From an optimization exercise on the open Yosys and OpenROAD flow, aimed at small area; shortcuts taken in it are not production practice.
The RTL was checked by simulation tests, not by an equivalence proof against the original design.
Power and IR drop assume default switching activity.

Design b15, start of the top module:
module b15(BE_n, Address, W_R_n, D_C_n, M_IO_n, ADS_n, Datai, Datao, CLOCK, NA_n, BS16_n, READY_n, HOLD, RESET);
input CLOCK;
input RESET;
input NA_n;
input BS16_n;
input READY_n;
input HOLD;
input [31:0] Datai;
output reg [3:0] BE_n;
output [31:0] Address;
output reg W_R_n;
output reg D_C_n;
output reg M_IO_n;
output reg ADS_n;
output [31:0] Datao;
localparam [2:0] StateInit = 3'd0, StateTi = 3'd1, StateT1 = 3'd2, StateT2 = 3'd3,
                 StateT1P = 3'd4, StateTh = 3'd5, StateT2P = 3'd6, StateT2I = 3'd7;
localparam [3:0] Si = 4'd0, S1 = 4'd1, S2 = 4'd2, S3 = 4'd3, S4 = 4'd4,
                 S5 = 4'd5, S6 = 4'd6, S7 = 4'd7, S8 = 4'd8, S9 = 4'd9;
reg [29:0] Addr;           
reg [30:0] Dout;           
assign Address = {2'b00, Addr};
assign Datao = {1'b0, Dout};
reg [2:0] State;
reg [3:0] State2;
reg StateBS16;
reg [3:0] ByteEnable;
reg RequestPending, ReadRequest, MemoryFetch, CodeFetch;
reg [31:0] rEIP;
reg [31:0] EAX, EBX;
reg [31:0] IAP, PAP;       
reg [3:0] Rd, Wr;          
reg More, Flush;
reg [127:0] Qv;            
reg [15:0] Qr;             
wire [7:0] Q [0:15];       
genvar gq;
generate for (gq = 0; gq < 16; gq = gq + 1) begin : g_q
  if (gq == 13) begin : g13
    assign Q[gq] = Qr[7:0];
  end else if (gq == 14) begin : g14
    assign Q[gq] = Qr[15:8];
  end else begin : gn
    assign Q[gq] = Qv[8*gq +: 8];
  end
end endgenerate
wire T1T1P = (State == StateT1) | (State == StateT1P);
wire isT1 = (State == StateT1);
wire [29:0] addr_sh = isT1 ? rEIP[31:2] : rEIP[30:1];
wire addr_rnd = rEIP[31] & (rEIP[0] | (isT1 & rEIP[1]));
wire [29:0] addr_new;
  ...
Size in the first run: roughly 2600 cells after synthesis, about 380 flip-flops, ~110 I/O pins, ~0.026 mm^2 of cells after synthesis.
clock: 10.0 ns
lec_check: 0
cap_margin: 20
core_margin: 2
core_utilization: 75
cts_buf_list: sky130_fd_sc_hd__clkbuf_16
cts_cluster_diameter: 80
cts_cluster_size: 30
place_density: 0.85
slew_margin: 20
run.sh (not shown) runs the stock make flow with config.mk's settings and CLKGATE_MAP_FILE= SYNTH_SCRIPT=/design/flow/synth_recipe.tcl, a recipe that flattens the netlist after the stock synthesis.
The first run finished clean.
Change:
==> flow/flow/run.sh (new file) <==
#!/bin/bash
set -euo pipefail
export BUFFER_PORTS_ARGS="-buffer_cell sky130_fd_sc_hd__buf_1"
export CTS_ARGS="-sink_clustering_enable -repair_clock_nets -dont_use_dummy_load -buf_list sky130_fd_sc_hd__clkbuf_16 -sink_clustering_size 20 -sink_clustering_max_diameter 60"
export RECOVER_POWER=100
bash standard.sh > standard.log 2>&1
==> flow/standard.sh (new file) <==
#!/bin/bash
# synth_recipe.tcl (not shown) runs the flow's synth.tcl, then flattens the netlist and writes it again
# the make line also repeats each setting of config.mk as NAME=value (left out here)
make -C /OpenROAD-flow-scripts/flow DESIGN_CONFIG=/design/flow/config.mk WORK_HOME=/design/flow/orfs CLKGATE_MAP_FILE= SYNTH_SCRIPT=/design/flow/synth_recipe.tcl "${@:-finish}"
Settings changed: CTS_BUF_LIST sky130_fd_sc_hd__clkbuf_16 to unset, CTS_CLUSTER_DIAMETER 80 to unset, CTS_CLUSTER_SIZE 30 to unset.
removed: flow/run.sh
Outcome: With this change the flow ran to the end with violations: max-capacitance violations, max-slew violations; design area fell by 2.5%; synthesized cell count is unchanged; critical path depth grows by 1; combinational power went down by about 2%; area after synthesis does not change; non-clock buffer count went up by 3; total power hardly moves; core utilization shrinks by 2.1 points; maximum frequency went down by 0.38%.


Another version of the RTL of b15 (not shown whole).
Size: roughly 380 flip-flops.
==> flow/config.mk <==
export PLATFORM = sky130hd
export DESIGN_NAME = b15
export DESIGN_NICKNAME = b15
export VERILOG_FILES = /design/flow/design.v
export SDC_FILE = /design/flow/constraint.sdc
export NUM_CORES = 4
export LEC_CHECK = 0
export CAP_MARGIN = 20
export CORE_MARGIN = 2
export CORE_UTILIZATION = 75
export GPL_TIMING_DRIVEN = 0
export PLACE_DENSITY = 0.85
export SLEW_MARGIN = 20
==> flow/constraint.sdc <==
create_clock -name core_clock -period 10.0 [get_ports {CLOCK}]
set_input_delay 2.0000 -clock core_clock [delete_from_list [all_inputs] [get_ports {CLOCK}]]
set_output_delay 2.0000 -clock core_clock [all_outputs]
set_load 0.01 [all_outputs]
standard.sh (not shown) runs the stock make flow with config.mk's settings and CLKGATE_MAP_FILE= SYNTH_SCRIPT=/design/flow/synth_recipe.tcl, a recipe that flattens the netlist after the stock synthesis.
==> flow/flow/run.sh <==
#!/bin/bash
set -euo pipefail
export BUFFER_PORTS_ARGS="-buffer_cell sky130_fd_sc_hd__buf_1"
export CTS_ARGS="-sink_clustering_enable -repair_clock_nets -dont_use_dummy_load -buf_list sky130_fd_sc_hd__clkbuf_8 -sink_clustering_size 16 -sink_clustering_max_diameter 50"
bash standard.sh > standard.log 2>&1
Change:
==> flow/flow/run.sh (replaced) <==
#!/bin/bash
set -euo pipefail
export BUFFER_PORTS_ARGS="-buffer_cell sky130_fd_sc_hd__buf_1"
export CTS_ARGS="-sink_clustering_enable -repair_clock_nets -dont_use_dummy_load -buf_list sky130_fd_sc_hd__clkbuf_16 -sink_clustering_size 25 -sink_clustering_max_diameter 70"
bash standard.sh > standard.log 2>&1
- GPL_TIMING_DRIVEN: 0 -> unset
Result: Core utilization fell by 1.1 points; wire length fell by 9.1%; clock skew fell by 7.7 ps; via count fell by 6.2%; total power fell by 3.1%; worst hold slack got worse by 29 ps; non-clock buffer count fell by 126; critical path depth fell by 6.

## re-timing with driven ports
The flow's constraints put no driver on any port. The routed layouts listed below were extracted and timed again, unchanged, in two steps.
Step 1: set_driving_cell puts a clkbuf_16 on CLOCK and a buf_2 on each other input, an assumption about the parent block.
Step 2, shift: input delay + t, output delay - t, t = (earliest + latest rising clock arrival at the registers) / 2. This alone moves slack from input paths to output paths.
a / b / c = no drivers / after step 1 / after step 2; a / b = the first two.
run	shift t [ns]	setup WS [ns]	worst hold slack (ns)
the first run of note 1	0.611	0.900 / 0.900 / 0.900	0.441 / 0.441 / 0.441
the second run of note 1	0.639	0.865 / 0.865 / 0.865	0.426 / 0.426 / 0.426
the first run of note 2	0.627	0.438 / 0.438 / 0.438	0.467 / 0.467 / 0.467
the second run of note 2	0.621	0.738 / 0.738 / 0.738	0.438 / 0.438 / 0.438
